This is an optimization exercise on Yosys and OpenROAD, whose aim is a short achievable clock period and few clock cycles, not a production implementation. Where RTL was checked, it was by simulation tests only, not by an equivalence proof against the original. Power is estimated from default activity; no workload was simulated.

Design MIPS_Pipe, start of the top module:
module MIPS_Pipe (
    input  clk, reset,
    input  [31:0] imem_rdata,
    input  [31:0] dmem_rdata,
    output [31:0] imem_addr,
    output [31:0] dmem_addr,
    output [31:0] dmem_wdata,
    output dmem_we
);
==> flow/config.mk <==
export PLATFORM = sky130hd
export DESIGN_NAME = MIPS_Pipe
export DESIGN_NICKNAME = MIPS_Pipe
export VERILOG_FILES = /design/flow/design.v
export SDC_FILE = /design/flow/constraint.sdc
export NUM_CORES = 8
export LEC_CHECK = 0
export CAP_MARGIN = 20
export CORE_MARGIN = 2
export CORE_UTILIZATION = 46
export CTS_CLUSTER_DIAMETER = 60
export CTS_CLUSTER_SIZE = 20
export SLEW_MARGIN = 20
export SYNTH_HIERARCHICAL = 1
==> flow/constraint.sdc <==
create_clock -name core_clock -period 12.0 [get_ports {clk}]
set_input_delay 2.4000 -clock core_clock [delete_from_list [all_inputs] [get_ports {clk}]]
set_output_delay 2.4000 -clock core_clock [all_outputs]
set_load 0.01 [all_outputs]
standard.sh (not shown) runs the stock make flow with config.mk's settings and CLKGATE_MAP_FILE= SYNTH_SCRIPT=/design/flow/synth_recipe.tcl, a recipe that flattens the netlist after the stock synthesis.
==> flow/flow/run.sh <==
#!/bin/bash
set -euo pipefail
MARGIN=$(cat flow/setup_margin)
RES=orfs/results/${FLOW_PLATFORM}/MIPS_Pipe/base
bash standard.sh SETUP_SLACK_MARGIN="$MARGIN" 3_3_place_gp > flow_make_place.log 2>&1
openroad -no_init -exit -threads "${NUM_CORES:-8}" flow/move_out_regs.tcl > flow_move_out_regs.log 2>&1
bash standard.sh SETUP_SLACK_MARGIN="$MARGIN" > flow_make_rest.log 2>&1
==> flow/flow/move_out_regs.tcl <==
# Move each flip-flop that drives an output port's buffer next to that buffer.
set odb orfs/results/$::env(FLOW_PLATFORM)/MIPS_Pipe/base/3_3_place_gp.odb
read_db $odb
set block [ord::get_db_block]
set core [$block getCoreArea]
set cx [expr {([$core xMin] + [$core xMax]) / 2}]
set cy [expr {([$core yMin] + [$core yMax]) / 2}]
set moved 0
foreach bt [$block getBTerms] {
  if {[$bt getIoType] ne "OUTPUT"} { continue }
  set net [$bt getNet]
  set buf ""
  foreach it [$net getITerms] { if {[$it isOutputSignal]} { set buf [$it getInst] } }
  if {$buf eq ""} { continue }
  set innet ""
  foreach it [$buf getITerms] { if {[$it isInputSignal]} { set innet [$it getNet] } }
  if {$innet eq ""} { continue }
  set ff ""
  set nload 0
  foreach it [$innet getITerms] {
    if {[$it isOutputSignal]} { set ff [$it getInst] } else { incr nload }
  }
  if {$ff eq "" || $nload != 1} { continue }
  if {![string match "*df*" [[$ff getMaster] getName]]} { continue }
  set loc [$buf getLocation]
  set x [lindex $loc 0]
  set y [lindex $loc 1]
  # a few microns from the buffer, towards the core centre
  set dx [expr {$cx > $x ? 3000 : -3000}]
  set dy [expr {$cy > $y ? 3000 : -3000}]
  $ff setLocation [expr {$x + $dx}] [expr {$y + $dy}]
  $ff setPlacementStatus PLACED
  incr moved
  puts "moved [$ff getName] next to [$buf getName] for [$bt getName]"
}
puts "moved $moved flip-flops"
write_db $odb
==> flow/flow/setup_margin <==
8.5
The starting point went through all stages and came out clean.
Change:
--- a/flow/config.mk
+++ b/flow/config.mk
@@ -9,3 +9,3 @@
 export CORE_MARGIN = 2
-export CORE_UTILIZATION = 46
+export CORE_UTILIZATION = 50
 export CTS_CLUSTER_DIAMETER = 60
Setup slack degrades by 4.5 ps; synthesized area is unchanged; wire length went down by 2.2%; final cell count falls by 2.1%; final area fell by 1.4%; clock-buffer cell count climbs by 3; core utilization is higher by 3.9 points; die area shrinks by 7.9%; hold slack is about the same; first-iteration DRC count increases by 6.0%; flip-flop and latch count is unchanged.
Change:
==> flow/flow/run.sh (replaced) <==
#!/bin/bash
set -euo pipefail
MARGIN=$(cat flow/setup_margin)
CTSD=$(cat flow/cts_buf_distance)
RES=orfs/results/${FLOW_PLATFORM}/MIPS_Pipe/base
bash standard.sh SETUP_SLACK_MARGIN="$MARGIN" CTS_BUF_DISTANCE="$CTSD" 3_3_place_gp > flow_make_place.log 2>&1
openroad -no_init -exit -threads "${NUM_CORES:-8}" flow/move_out_regs.tcl > flow_move_out_regs.log 2>&1
bash standard.sh SETUP_SLACK_MARGIN="$MARGIN" CTS_BUF_DISTANCE="$CTSD" > flow_make_rest.log 2>&1
==> flow/flow/cts_buf_distance (new file) <==
150
--- a/flow/config.mk
+++ b/flow/config.mk
@@ -9,3 +9,3 @@
 export CORE_MARGIN = 2
-export CORE_UTILIZATION = 50
+export CORE_UTILIZATION = 46
 export CTS_CLUSTER_DIAMETER = 60
Result: The changed run completed with no timing, DRC or antenna violations; first-iteration DRC count went down by about 5%; global-route usage drops by 2.3 points; cell area increases by 1.6%; wire length goes up by about 2.6%.
Change:
--- a/flow/config.mk
+++ b/flow/config.mk
@@ -9,3 +9,3 @@
 export CORE_MARGIN = 2
-export CORE_UTILIZATION = 46
+export CORE_UTILIZATION = 50
 export CTS_CLUSTER_DIAMETER = 60
=> The changed run passed the timing, design-rule and antenna checks; cell area decreases by 0.74%; final cell count fell by 2.1%; setup slack gains 79 ps.
No run of this note included a check of the RTL's function; only the layout flow was run.

== run A ==
MIPS_Pipe, a different RTL version from the one above (not shown whole).
Size in the first run: roughly 9100 cells after synthesis, roughly 160 I/O pins.
Design MIPS_Pipe, start of the top module:
module MIPS_Pipe (
    input  clk, reset,
    input  [31:0] imem_rdata,
    input  [31:0] dmem_rdata,
    output [31:0] imem_addr,
    output [31:0] dmem_addr,
    output [31:0] dmem_wdata,
    output dmem_we
);
Settings: LEC_CHECK=0, CAP_MARGIN=20, CORE_MARGIN=2, CORE_UTILIZATION=42, CTS_CLUSTER_DIAMETER=60, CTS_CLUSTER_SIZE=20, SLEW_MARGIN=20, SYNTH_HIERARCHICAL=1; clock period 12.0 ns.
==> flow/flow/run.sh <==
#!/bin/bash
set -euo pipefail
MARGIN=$(cat flow/setup_margin)
RES=orfs/results/${FLOW_PLATFORM}/MIPS_Pipe/base
bash standard.sh SETUP_SLACK_MARGIN="$MARGIN" 3_3_place_gp > flow_make_place.log 2>&1
openroad -no_init -exit -threads "${NUM_CORES:-8}" flow/move_out_regs.tcl > flow_move_out_regs.log 2>&1
bash standard.sh SETUP_SLACK_MARGIN="$MARGIN" > flow_make_rest.log 2>&1
Scripts as last shown in full above: flow/flow/move_out_regs.tcl, flow/flow/setup_margin
Testbench counts of run A, summed over its fixed seeds: cycles 115,533.
Relative to run A, the following input files were edited for run B:
- changing CORE_UTILIZATION from 42 to 50
==> summary.txt <==
From run A to run B the numbers moved as follows: hold slack saw an increase; insertion delay to the later sink of the worst-skew pair saw a decrease; setup slack after layout saw an increase; final-layout fill cell count saw a decrease.
Modified inputs, run C compared to run B
- a change of CORE_UTILIZATION from 50 to 35
==> flow/flow/run.sh <==
#!/bin/bash
set -euo pipefail
MARGIN=$(cat flow/setup_margin)
bash standard.sh SETUP_SLACK_MARGIN="$MARGIN" finish > flow_make.log 2>&1
removed: flow/flow/move_out_regs.tcl
[summary]
- [compare] base=run B new=run C: maximum resistive drop on vdd has decreased; data arrival time of the critical path now larger; number of multi-input combinational cells neither gained nor lost much; post-route non-filler standard cell count moved up.
- Compared run C against run B; overall power of the completed layout within noise.
- Compared run C vs run B, and sequential power is up in run C.
- Between run C and run B, the iteration-0 DRC count of the detailed router is higher for run B.
- Global-route wire length before repair up 14000 um in run C wrt run B
Setup changes, run C to run D
- a change of CORE_UTILIZATION from 35 to 42
Results
- From run C to run D the numbers moved as follows: total detailed-routing wirelength shrank by about 1.8%, number of cells in the finished layout apart from fillers now sits lower.
- Taking run C as the reference point, the global-route met3 utilization of run D rises by 1.1 points.
- Area added between synthesis and finish was lower in the run labelled run D.
- Compared to run C, run D has post-DP HPWL 1.9% lower.

== alpha ==
Another version of the RTL of MIPS_Pipe (not shown whole).
Size: ~13000 cells after synthesis.
==> flow/config.mk <==
export PLATFORM = sky130hd
export DESIGN_NAME = MIPS_Pipe
export DESIGN_NICKNAME = MIPS_Pipe
export VERILOG_FILES = /design/flow/design.v
export SDC_FILE = /design/flow/constraint.sdc
export NUM_CORES = 8
export LEC_CHECK = 0
export CAP_MARGIN = 20
export CORE_MARGIN = 2
export CORE_UTILIZATION = 50
export CTS_CLUSTER_DIAMETER = 60
export CTS_CLUSTER_SIZE = 20
export SLEW_MARGIN = 20
export SYNTH_HIERARCHICAL = 1
==> flow/constraint.sdc <==
create_clock -name core_clock -period 12.0 [get_ports {clk}]
set_input_delay 2.4000 -clock core_clock [delete_from_list [all_inputs] [get_ports {clk}]]
set_output_delay 2.4000 -clock core_clock [all_outputs]
set_load 0.01 [all_outputs]
==> flow/flow/run.sh <==
#!/bin/bash
set -euo pipefail
MARGIN=$(cat flow/setup_margin)
CTSD=$(cat flow/cts_buf_distance)
RES=orfs/results/${FLOW_PLATFORM}/MIPS_Pipe/base
bash standard.sh SETUP_SLACK_MARGIN="$MARGIN" CTS_BUF_DISTANCE="$CTSD" 3_3_place_gp > flow_make_place.log 2>&1
openroad -no_init -exit -threads "${NUM_CORES:-8}" flow/move_out_regs.tcl > flow_move_out_regs.log 2>&1
bash standard.sh SETUP_SLACK_MARGIN="$MARGIN" CTS_BUF_DISTANCE="$CTSD" > flow_make_rest.log 2>&1
==> flow/flow/cts_buf_distance <==
150
==> flow/flow/move_out_regs.tcl <==
# Move each flip-flop that drives an output port's buffer next to that buffer.
set odb orfs/results/$::env(FLOW_PLATFORM)/MIPS_Pipe/base/3_3_place_gp.odb
read_db $odb
set block [ord::get_db_block]
set core [$block getCoreArea]
set cx [expr {([$core xMin] + [$core xMax]) / 2}]
set cy [expr {([$core yMin] + [$core yMax]) / 2}]
set moved 0
foreach bt [$block getBTerms] {
  if {[$bt getIoType] ne "OUTPUT"} { continue }
  set net [$bt getNet]
  set buf ""
  foreach it [$net getITerms] { if {[$it isOutputSignal]} { set buf [$it getInst] } }
  if {$buf eq ""} { continue }
  set innet ""
  foreach it [$buf getITerms] { if {[$it isInputSignal]} { set innet [$it getNet] } }
  if {$innet eq ""} { continue }
  set ff ""
  set nload 0
  foreach it [$innet getITerms] {
    if {[$it isOutputSignal]} { set ff [$it getInst] } else { incr nload }
  }
  if {$ff eq "" || $nload != 1} { continue }
  if {![string match "*df*" [[$ff getMaster] getName]]} { continue }
  set loc [$buf getLocation]
  set x [lindex $loc 0]
  set y [lindex $loc 1]
  # a few microns from the buffer, towards the core centre
  set dx [expr {$cx > $x ? 3000 : -3000}]
  set dy [expr {$cy > $y ? 3000 : -3000}]
  $ff setLocation [expr {$x + $dx}] [expr {$y + $dy}]
  $ff setPlacementStatus PLACED
  incr moved
  puts "moved [$ff getName] next to [$buf getName] for [$bt getName]"
}
puts "moved $moved flip-flops"
write_db $odb
Scripts as last shown in full above: flow/flow/setup_margin
Setup changes, alpha to gamma
# alpha
export LEC_CHECK = 0
export CAP_MARGIN = 20
export CORE_MARGIN = 2
export CORE_UTILIZATION = 50
export CTS_CLUSTER_DIAMETER = 60
export CTS_CLUSTER_SIZE = 20
export SLEW_MARGIN = 20
export SYNTH_HIERARCHICAL = 1
create_clock -name core_clock -period 12.0 [get_ports {clk}]
# gamma
export LEC_CHECK = 0
export CAP_MARGIN = 20
export CORE_MARGIN = 2
export CORE_UTILIZATION = 50
export CTS_CLUSTER_DIAMETER = 80
export CTS_CLUSTER_SIZE = 24
export SLEW_MARGIN = 20
export SYNTH_HIERARCHICAL = 1
create_clock -name core_clock -period 12.0 [get_ports {clk}]
==> flow/flow/cts_buf_distance <==
200
Results
- gamma | status: complete | timing, DRC, antenna: pass
- Wire length on met3 delta for gamma relative to alpha: about 2.7% lower
- alpha -> gamma: die area delta 0, exact match
- STATUS smallest setup slack after layout: gamma wins against alpha
- sky130_fd_sc_hd__or4b_4 as the slowest library cell on the worst path was reported by gamma, and sky130_fd_sc_hd__dfrtp_1 by alpha.
- gamma vs alpha, final critical-path required period went down by 0.068 ns.
- Number of clock-tree buffers in the layout is lower on gamma
- Between alpha and gamma, register-to-register setup slack decreased.
- When gamma is measured against alpha, its total wirelength of the detailed-routed design turns out about 0.7% lower.
- As far as first-iteration DRC count is concerned, alpha and gamma perform about the same.
- gamma against alpha: clock-pin slew on the worst setup and hold paths moved up, worst hold slack higher, final design area excluding fillers now smaller.
- gamma reports its endpoint of the most critical setup path as pc_out.q[5] while alpha reports dmem_we.
No run of this note included a check of the RTL's function; only the layout flow was run.

static timing again, ports no longer ideal:
How much do the figures lean on ideal ports? The routed layouts below were timed once more, with nothing changed but the port constraints. Step 1 assumes that a clkbuf_16 drives the clock port and a buf_2 every other input. Step 2 also shifts input and output timing later by t, the mid clock arrival at the registers, as if the neighbouring blocks saw the same clock. Three values: no drivers, after step 1, after step 2; two values: the first two.
run | t, ns | slack for setup (ns) | worst setup path after step 2 | worst slew at a driven data input, ns | pins driven straight from the clock port
the first run of note 1 | 1.012 | 8.157 / 8.050 / 7.332 | input to register | 0.29 | 1
the second run of note 1 | 0.980 | 8.152 / 8.054 / 7.282 | input to register | 0.29 | 1
the third run of note 1 | 1.026 | 8.137 / 8.031 / 7.283 | input to register | 0.28 | 1
the fourth run of note 1 | 0.904 | 8.216 / 8.115 / 7.466 | input to register | 0.26 | 1
run A | 0.983 | 8.162 / 8.063 / 7.367 | input to register | 0.19 | 1
run B | 0.943 | 8.205 / 8.115 / 7.275 | input to register | 0.19 | 1
run C | 1.005 | 8.009 / 7.899 / 7.345 | input to register | 0.28 | 1
run D | 0.977 | 8.026 / 7.933 / 7.319 | input to register | 0.19 | 1
alpha | 1.050 | 8.090 / 7.971 / 7.283 | input to register | 0.22 | 1
gamma | 0.961 | 8.158 / 8.095 / 7.275 | input to register | 0.22 | 1
After both steps every run listed still meets setup and hold. The setup slack of run B, which loses most, moves by -0.090 ns with the drivers and by -0.930 ns with both steps.
